Context: an optimization exercise on an open-source flow, tuned for small area, a short achievable clock period and few clock cycles per item. The choices shown serve that exercise and are no tape-out recipe. In this exercise RTL edits were held to simulation tests only and were not proved equivalent to the original. Power figures rest on the tool's default switching activity, not on a simulated workload.

==> run a: inputs <==
## viterbi_decoder
module viterbi_decoder(clk, rst, en, data, data_out, done_flag);
clock: 5.0 ns
lec_check: 0
abc_area: 1
cap_margin: 20
core_margin: 2
core_utilization: 40
setup_slack_margin: 0.35
slew_margin: 20
standard.sh (not shown) runs the stock make flow with config.mk's settings and CLKGATE_MAP_FILE= SYNTH_SCRIPT=/design/flow/synth_recipe.tcl, a recipe that flattens the netlist after the stock synthesis.
==> flow/flow/run.sh <==
#!/bin/bash
# The standard layout (the standard.sh, on the standard synthesis script) with two
# changes:
#  - ADDER_MAP_FILE is empty, so Yosys does not extract half/full adders into
#    sky130 ha/fa cells before ABC; ABC maps that logic with the rest.
#  - the port buffers inserted before global placement are sky130_fd_sc_hd__buf_2
#    instead of the resizer's default pick (a clkdlybuf4s50 delay cell).
# Registers and their names are those of the standard synthesis.
set -euo pipefail
export BUFFER_PORTS_ARGS="-buffer_cell sky130_fd_sc_hd__buf_2"
bash standard.sh ADDER_MAP_FILE= finish > standard.log 2>&1
==> run b: changes against run a <==
SETUP_SLACK_MARGIN = 0.25   (was 0.35)
==> run c: changes against run a <==
SETUP_SLACK_MARGIN = 0.45   (was 0.35)
==> results.cfg <==
[pwr]
p_seq_mw = 0.279
powerDensity_mw_per_mm2 = 427
combPwrFrac = 0.694
p_clk_mw = 0.170
power_frac_seq = 0.190

[finish]
buffers = 31
utilization = 0.448
buf_share = 0.0482

[setup_path]
critical_path_buf_inv_count = 4

[run_status]
status = complete, no violations

[timing]
fmax_mhz = 235

[route]
wl_met1_microns = 3900
route.met3.wl_microns = 463
[end of results for run a]
==> results.cfg <==
[run_status]
status = complete, no violations

[pwr]
vdd_ir_drop_max_v = 0.000230
powerDensity_mw_per_mm2 = 429
combPwrFrac = 0.693
power_frac_seq = 0.190
p_clk_mw = 0.173

[finish]
buf_share = 0.0477
utilization = 0.453
clockNetworkAreaShare = 0.0206

[setup_path]
critical_path_buf_inv_count = 5

[timing]
fmax_mhz = 237

[grt]
grt_pass1_wl_microns = 15200

[die]
rows = 32

[route]
route.met3.wl_microns = 374

[clock_network]
cts_sinks = 24
[end of results for run c]
==> results.cfg <==
[finish]
utilization = 0.443
buffers = 27

[route]
wl_met1_microns = 3940
route.met3.wl_microns = 375

[pwr]
p_seq_mw = 0.278
powerDensity_mw_per_mm2 = 426
combPwrFrac = 0.689
p_clk_mw = 0.171

[timing]
fmax_mhz = 230

[run_status]
status = complete, no violations
[end of results for run b]
Testbench counts of run a, summed over its fixed seeds: cycles 1,280, blocks 1,280.
Testbench counts of run b, summed over its fixed seeds: cycles 1,280, blocks 1,280.
Testbench counts of run c, summed over its fixed seeds: cycles 1,280, blocks 1,280.

* * *

==> 01-02: inputs <==
viterbi_decoder, a different RTL version from the one above (not shown whole).
Settings: LEC_CHECK=0, ABC_AREA=1, CAP_MARGIN=20, CORE_MARGIN=2, CORE_UTILIZATION=40, SETUP_SLACK_MARGIN=0.45, SLEW_MARGIN=20; clock period 5.0 ns.
==> flow/flow/run.sh <==
#!/bin/bash
# The standard layout (the standard.sh, on the standard synthesis script) with two
# changes:
#  - ADDER_MAP_FILE is empty, so Yosys does not extract half/full adders into
#    sky130 ha/fa cells before ABC; ABC maps that logic with the rest.
#  - the port buffers inserted before global placement are sky130_fd_sc_hd__buf_1
#    instead of the resizer's default pick (a clkdlybuf4s50 delay cell).
# Registers and their names are those of the standard synthesis.
set -euo pipefail
export BUFFER_PORTS_ARGS="-buffer_cell sky130_fd_sc_hd__buf_1"
bash standard.sh ADDER_MAP_FILE= finish > standard.log 2>&1
==> 02-14 (differences from 01-02) <==
--- a/flow/flow/run.sh
+++ b/flow/flow/run.sh
@@ -5,3 +5,3 @@
 #    sky130 ha/fa cells before ABC; ABC maps that logic with the rest.
-#  - the port buffers inserted before global placement are sky130_fd_sc_hd__buf_1
+#  - the port buffers inserted before global placement are sky130_fd_sc_hd__buf_2
 #    instead of the resizer's default pick (a clkdlybuf4s50 delay cell).
@@ -9,3 +9,3 @@
 set -euo pipefail
-export BUFFER_PORTS_ARGS="-buffer_cell sky130_fd_sc_hd__buf_1"
+export BUFFER_PORTS_ARGS="-buffer_cell sky130_fd_sc_hd__buf_2"
 bash standard.sh ADDER_MAP_FILE= finish > standard.log 2>&1
- CORE_UTILIZATION: 40 -> 55
==> comparison table <==
| metric | 01-02 | 02-14 |
|---|---|---|
| Outcome | finished clean | finished clean |
| Overall die area | 0.00855 mm2 | 0.00631 mm2 |
| Number of well-tap cells placed | 102 | 72 |
| Fraction of area in multi-input gates | 66.9% | 67.0% |
| Non-clock buffering overhead | 2.99% | 3.99% |
| First drt pass iteration count | 5 | 6 |
| Met1 layer usage reported by global route | 27.3% | 33.5% |
| Clock slew seen by the registers of the worst setup and hold paths | 80 ps | 90 ps |
| Multi-input gate area | 0.00227 mm2 | 0.00227 mm2 |
| Met3 wirelength from detailed routing | 404 um | 550 um |
| Vias per inst | 5.16 | 5.53 |
| Pwr dens | 541 mW/mm2 | 548 mW/mm2 |
| Global placer's final weighted congestion | 1.00 | 1.04 |
| Routed via count | 3613 | 3705 |
| WL met1 | 4000 um | 3550 um |
| First-pass GRT wire length | 15100 um | 14900 um |
| Filler cell count | 851 | 563 |
| Maximum cell stage delay along the critical path | 390 ps | 380 ps |
| Achievable Freq | 0.236 GHz | 0.236 GHz |
| Power dissipated in combinational cells | 1.37 mW | 1.39 mW |
| Post-Place Worst Slack | 919 ps | 1000 ps |
| DR iter-0 viols | 229 | 261 |
| Routed length on met2 | 4320 um | 4190 um |
| Final core utilization | 44.4% | 61.5% |
Testbench counts of 01-02, summed over its fixed seeds: cycles 1,280, blocks 1,280.
Testbench counts of 02-14, summed over its fixed seeds: cycles 1,280, blocks 1,280.

* * *

==> inputs of run P <==
Starting RTL as in the previous note.
Settings: LEC_CHECK=0, ABC_AREA=1, CAP_MARGIN=20, CORE_MARGIN=2, CORE_UTILIZATION=40, SETUP_SLACK_MARGIN=0.45, SLEW_MARGIN=20; clock period 5.0 ns.
==> flow/flow/run.sh <==
#!/bin/bash
# The standard layout (the standard.sh, on the standard synthesis script) with two
# changes:
#  - ADDER_MAP_FILE is empty, so Yosys does not extract half/full adders into
#    sky130 ha/fa cells before ABC; ABC maps that logic with the rest.
#  - the port buffers inserted before global placement are sky130_fd_sc_hd__buf_2
#    instead of the resizer's default pick (a clkdlybuf4s50 delay cell).
# Registers and their names are those of the standard synthesis.
set -euo pipefail
export BUFFER_PORTS_ARGS="-buffer_cell sky130_fd_sc_hd__buf_2"
bash standard.sh ADDER_MAP_FILE= finish > standard.log 2>&1
==> inputs of run M, as changes to run P <==
--- a/flow/config.mk
+++ b/flow/config.mk
@@ -10,4 +10,4 @@
 export CORE_MARGIN = 2
 export CORE_UTILIZATION = 40
-export SETUP_SLACK_MARGIN = 0.45
+export SETUP_SLACK_MARGIN = 0.35
 export SLEW_MARGIN = 20
==> notes <==
In combinational power, run M and run P hardly differ.
Between run M and run P, the lower cell area is in run M (gap 0.55%, measured against run P).
In run P the critical path depth is lower than in run M, by 1.
In non-clock buffer count, run P and run M do not differ.
Against run P, the setup slack of run M is lower by 120 ps.
In final cell count, run P and run M do not differ.
==> figures <==
metric	run P	run M
Hold WS	541 ps	541 ps
Internal cell power	0.816 mW	0.809 mW
Combinational gate power	1.40 mW	1.39 mW
Total number of vias	3664	3653
DRT met1 WL	3.78 mm	3.77 mm
Result of the run	no timing/DRC/antenna violations	no timing/DRC/antenna violations
Clock distribution area overhead in the final layout	0.0207	0.0208
Routed length on met2	4.19 mm	4.18 mm
Worst-path maximum fanout	6	11
Worst stage delay on the critical path	450 ps	390 ps
Ratio of cells with drive above 1 in the final layout	0.174	0.166
Multi-input gate share of total cell area	0.663	0.663
Total of fill cells in the finished design	850	847
Crit path depth	22	23
Testbench counts of run P, summed over its fixed seeds: cycles 1,280, blocks 1,280.
Testbench counts of run M, summed over its fixed seeds: cycles 1,280, blocks 1,280.

* * *

==> inputs of wip/zinc <==
Another version of the RTL of viterbi_decoder (not shown whole).
==> flow/config.mk <==
export PLATFORM = sky130hd
export DESIGN_NAME = viterbi_decoder
export DESIGN_NICKNAME = viterbi_decoder
export VERILOG_FILES = /design/flow/design.v
export SDC_FILE = /design/flow/constraint.sdc
export NUM_CORES = 4
export LEC_CHECK = 0
export ABC_AREA = 1
export CAP_MARGIN = 20
export CORE_MARGIN = 2
export CORE_UTILIZATION = 40
export SETUP_SLACK_MARGIN = 0.8
export SLEW_MARGIN = 20
==> flow/constraint.sdc <==
create_clock -name core_clock -period 5.0 [get_ports {clk}]
set_input_delay 1.0000 -clock core_clock [delete_from_list [all_inputs] [get_ports {clk}]]
set_output_delay 1.0000 -clock core_clock [all_outputs]
set_load 0.01 [all_outputs]
Scripts as last shown in full above: flow/flow/run.sh
==> inputs of wip/willow, as changes to wip/zinc <==
- SETUP_SLACK_MARGIN: 0.8 -> unset
==> results.sh <==
export IMPL_status="no timing/DRC/antenna violations"
export IMPL_hold_ws_ns=0.5443
export IMPL_period_share=0.9275
export IMPL_critPathSlowestCell="dfxtp_1"
export IMPL_min_period_ns=4.637
export IMPL_buffers_excl_clock=29
export IMPL_tightestPinTransition_ns=0.6814
export IMPL_power_frac_seq=0.194
export IMPL_cellPowerDensity_nw_per_um2=385.0
export IMPL_grtUsageTotal=0.2623
export IMPL_comb_power_share=0.689
export IMPL_final_cell_mix="nand2_1, nor2_1, nand3_1"
export IMPL_cp_startpoint="cut_q[1]"
export IMPL_worst_path_buf_inv=4
export IMPL_nonClkBufAreaFrac=0.03946
export IMPL_vias=4608
The numbers above come from wip/willow.

==> results.sh <==
export IMPL_status="no timing/DRC/antenna violations"
export IMPL_ys_seq_area_frac=0.1395
export IMPL_hold_ws_ns=0.5438
export IMPL_min_period_ns=4.210
export IMPL_gp_congestion=0.9989
export IMPL_n_all_inverters=97
export IMPL_power_frac_seq=0.174
export IMPL_final_cell_mix="nand2_1, inv_1, nor2_1"
export IMPL_period_share=0.8419
export IMPL_cp_startpoint="cut_q[4]"
export IMPL_tightestPinTransition_ns=0.6470
export IMPL_cellPowerDensity_nw_per_um2=397.3
export IMPL_critPathSlowestCell="dfxtp_4"
export IMPL_post_dp_cell_area_um2=3734
The numbers above come from wip/zinc.

Testbench counts of wip/zinc, summed over its fixed seeds: cycles 1,280, blocks 1,280.
Testbench counts of wip/willow, summed over its fixed seeds: cycles 1,280, blocks 1,280.

* * *

==> inputs of 09-28 <==
Another version of the RTL of viterbi_decoder (not shown whole).
clock: 5.0 ns
lec_check: 0
abc_area: 1
cap_margin: 20
core_margin: 2
core_utilization: 40
slew_margin: 20
==> flow/flow/run.sh <==
#!/bin/bash
# The standard layout (the standard.sh, unchanged synthesis), except that the
# port buffers inserted before global placement are sky130_fd_sc_hd__buf_2
# instead of the resizer's default pick (a clkdlybuf4s50 delay cell).
set -euo pipefail
export BUFFER_PORTS_ARGS="-buffer_cell sky130_fd_sc_hd__buf_2"
bash standard.sh finish > standard.log 2>&1
==> 01-14 (differences from 09-28) <==
==> flow/run.sh (new file) <==
#!/bin/bash
# synth_recipe.tcl (not shown) runs the flow's synth.tcl, then flattens the netlist and writes it again
# the make line also repeats each setting of config.mk as NAME=value (left out here)
make -C /OpenROAD-flow-scripts/flow DESIGN_CONFIG=/design/flow/config.mk WORK_HOME=/design/flow/orfs CLKGATE_MAP_FILE= SYNTH_SCRIPT=/design/flow/synth_recipe.tcl finish
- SETUP_SLACK_MARGIN: not set -> 1
removed: flow/flow/run.sh
removed: flow/standard.sh
==> results.txt <==
Between 09-28 and 01-14, the lower utilization is in 09-28 (gap 22 points).
Clock-buffer cell count is the same in 09-28 and 01-14.
Between 09-28 and 01-14, the lower maximum frequency is in 09-28 (gap 9.6%, measured against 01-14).
Against 01-14, the via count of 09-28 is lower by about 12%.
Between 01-14 and 09-28, the lower first-iteration DRC count is in 09-28 (gap 8.7%, measured against 09-28).
Between 01-14 and 09-28, the lower non-clock buffer count is in 09-28 (gap 76).
Between 01-14 and 09-28, the lower critical path depth is in 01-14 (gap 4).
In 01-14 the cell count is higher than in 09-28, by about 6%.
Of 01-14 and 09-28, 01-14 has the higher worst setup slack (gap 0.42 ns).
In clock power, 01-14 and 09-28 hardly differ.
==> figures <==
| metric | 09-28 | 01-14 |
|---|---|---|
| Internal power of the cells | 439 µW | 615 µW |
| Crit path DAT | 4.50 ns | 4.08 ns |
| Fillers | 1,462 | 1,080 |
| Clock period minus worst slack | 4.38 ns | 3.96 ns |
| DR WL/cell | 14.0 µm | 16.5 µm |
| Rel. slew slack | 0.450 | 0.541 |
| Cell Pwr Density | 171 mW/mm² | 156 mW/mm² |
| Final weighted congestion in routability-driven placement | 1.09 | 0.989 |
| Transition time at the pin with the least slew margin | 0.817 ns | 0.688 ns |
| Clock network power share | 0.146 | 0.108 |
| Result of the run | finished clean | finished clean |
| Met2 Use GR | 0.376 | 0.402 |
| Post-route cell area | 0.00542 mm² | 0.00813 mm² |
| Placed cell area | 0.00534 mm² | 0.00555 mm² |
| Power Total | 928 µW | 1.27 mW |
| Power dissipated in sequential cells | 107 µW | 108 µW |
| Global-route total usage across every layer | 0.246 | 0.262 |
| NetSw | 489 µW | 654 µW |
| Area taken by multi-input logic gates | 0.00429 mm² | 0.00623 mm² |
| Number of iterations in the first detailed-routing pass | 6 | 8 |
| Wirelength, routed | 17,400 µm | 21,800 µm |
Testbench counts of 09-28, summed over its fixed seeds: cycles 1,280, blocks 1,280.
Testbench counts of 01-14, summed over its fixed seeds: cycles 1,280, blocks 1,280.

* * *

==> inputs of job 5511 <==
RTL: one of the versions met above, not the one the previous note started from.
Settings: LEC_CHECK=0, ABC_AREA=1, CAP_MARGIN=20, CORE_MARGIN=2, CORE_UTILIZATION=40, SETUP_SLACK_MARGIN=0.2, SLEW_MARGIN=20; clock period 5.0 ns.
==> flow/flow/run.sh <==
#!/bin/bash
# The standard layout (the standard.sh, on the standard synthesis script) with two
# changes:
#  - ADDER_MAP_FILE is empty, so Yosys does not extract half/full adders into
#    sky130 ha/fa cells before ABC; ABC maps that logic with the rest.
#  - the port buffers inserted before global placement are sky130_fd_sc_hd__buf_2
#    instead of the resizer's default pick (a clkdlybuf4s50 delay cell).
# Registers and their names are those of the standard synthesis.
set -euo pipefail
export BUFFER_PORTS_ARGS="-buffer_cell sky130_fd_sc_hd__buf_2"
bash standard.sh ADDER_MAP_FILE= finish > standard.log 2>&1
==> job 3295: changes against job 5511 <==
==> flow/flow/run.sh (replaced) <==
#!/bin/bash
# The standard layout (the standard.sh, unchanged synthesis), except that the
# port buffers inserted before global placement are sky130_fd_sc_hd__buf_2
# instead of the resizer's default pick (a clkdlybuf4s50 delay cell).
set -euo pipefail
export BUFFER_PORTS_ARGS="-buffer_cell sky130_fd_sc_hd__buf_2"
bash standard.sh finish > standard.log 2>&1
--- a/flow/config.mk
+++ b/flow/config.mk
@@ -11,3 +11,3 @@
 export CORE_UTILIZATION = 40
-export SETUP_SLACK_MARGIN = 0.2
+export SETUP_SLACK_MARGIN = 0.7
 export SLEW_MARGIN = 20
==> job 6231: changes against job 5511 <==
==> flow/flow/run.sh (replaced) <==
#!/bin/bash
# The standard layout (the standard.sh, unchanged synthesis), except that the
# port buffers inserted before global placement are sky130_fd_sc_hd__buf_2
# instead of the resizer's default pick (a clkdlybuf4s50 delay cell).
set -euo pipefail
export BUFFER_PORTS_ARGS="-buffer_cell sky130_fd_sc_hd__buf_2"
bash standard.sh finish > standard.log 2>&1
--- a/flow/config.mk
+++ b/flow/config.mk
@@ -10,4 +10,3 @@
 export CORE_MARGIN = 2
-export CORE_UTILIZATION = 40
-export SETUP_SLACK_MARGIN = 0.2
+export CORE_UTILIZATION = 65
 export SLEW_MARGIN = 20
==> comparison table <==
                                                                                job 5511                 job 3295                 job 6231
Proportion of netlist area held by the largest area contributor                    0.235                    0.188                    0.188
Number of fill cells                                                                 988                      939                      502
Wire length of the first global-routing pass                                     20.7 mm                  19.4 mm                  18.5 mm
Post-route fraction of the period consumed by the critical path                    0.905                    0.822                    0.903
Transition time of the tightest slew-check pin                                  0.727 ns                 0.627 ns                 0.661 ns
Area of the die                                                                9460 um^2              10,300 um^2                6470 um^2
Status                                                           complete, no violations  complete, no violations  complete, no violations
Clock power share                                                                  0.117                    0.083                    0.095
Adder-Cell Fraction of Synth Area                                                      0                    0.112                    0.112
Start point of the critical path                                               cut_q[21]                cut_q[22]                 cut_q[1]
Data arrival time at the worst-slack endpoint                                    3.53 ns                  3.11 ns                  3.52 ns
Met1 Routed Length                                                               4.74 mm                  5.19 mm                  4.23 mm
Clock network power consumption                                                 0.171 mW                 0.171 mW                 0.166 mW
Normalized max-slew margin                                                         0.514                    0.580                    0.555
Logic gate share of total power                                                    0.688                    0.763                    0.729
Testbench counts of job 5511, summed over its fixed seeds: cycles 1,280, blocks 1,280.
Testbench counts of job 3295, summed over its fixed seeds: cycles 1,280, blocks 1,280.
Testbench counts of job 6231, summed over its fixed seeds: cycles 1,280, blocks 1,280.

afterwards: timing with drivers on the ports:
The flow's constraints put no driver on any port. The routed layouts listed below were extracted and timed again, unchanged, in two steps.
Step 1, drivers: a clkbuf_16 drives clk and a buf_2 each remaining input, both assumed.
Step 2 also shifts input and output timing later by t, the mid clock arrival at the registers, as if the neighbouring blocks saw the same clock.
Three values: no drivers, after step 1, after step 2; two values: the first two.
run | t (ns) | setup slack, ns | worst hold slack (ns) | latest minus earliest clock arrival (ns) | worst register clock-pin slew, ns
run a | 0.293 | 0.739 / 0.709 / 1.002 | 0.545 / 0.534 / 0.828 | 0.005 / 0.005 | 0.09 / 0.09
run b | 0.293 | 0.650 / 0.620 / 0.913 | 0.544 / 0.535 / 0.828 | 0.004 / 0.004 | 0.09 / 0.09
run c | 0.293 | 0.785 / 0.755 / 1.048 | 0.545 / 0.535 / 0.828 | 0.003 / 0.003 | 0.09 / 0.09
01-02 | 0.289 | 0.761 / 0.731 / 1.020 | 0.523 / 0.514 / 0.803 | 0.005 / 0.006 | 0.08 / 0.08
02-14 | 0.296 | 0.760 / 0.729 / 1.025 | 0.539 / 0.529 / 0.825 | 0.013 / 0.013 | 0.09 / 0.09
run P | 0.296 | 0.834 / 0.806 / 1.102 | 0.541 / 0.532 / 0.828 | 0.006 / 0.007 | 0.08 / 0.08
run M | 0.297 | 0.711 / 0.682 / 0.979 | 0.541 / 0.532 / 0.829 | 0.006 / 0.006 | 0.08 / 0.08
wip/zinc | 0.289 | 0.790 / 0.764 / 0.965 | 0.544 / 0.538 / 0.827 | 0.006 / 0.005 | 0.09 / 0.09
wip/willow | 0.290 | 0.363 / 0.336 / 0.626 | 0.544 / 0.538 / 0.829 | 0.002 / 0.003 | 0.09 / 0.09
09-28 | 0.253 | 0.622 / 0.626 / 0.373 | 0.597 / 0.594 / 0.846 | 0.000 / 0.001 | 0.04 / 0.04
01-14 | 0.255 | 1.040 / 1.015 / 0.760 | 0.903 / 0.908 / 1.163 | 0.000 / 0.000 | 0.04 / 0.04
job 5511 | 0.291 | 0.474 / 0.447 / 0.738 | 0.544 / 0.538 / 0.829 | 0.003 / 0.002 | 0.09 / 0.09
job 3295 | 0.295 | 0.888 / 0.859 / 0.805 | 0.539 / 0.531 / 0.826 | 0.014 / 0.014 | 0.09 / 0.09
job 6231 | 0.285 | 0.483 / 0.459 / 0.744 | 0.545 / 0.540 / 0.825 | 0.012 / 0.012 | 0.09 / 0.09
After both steps every run listed still meets setup and hold. The setup slack of 01-14, which loses most, moves by -0.025 ns with the drivers and by -0.280 ns with both steps.
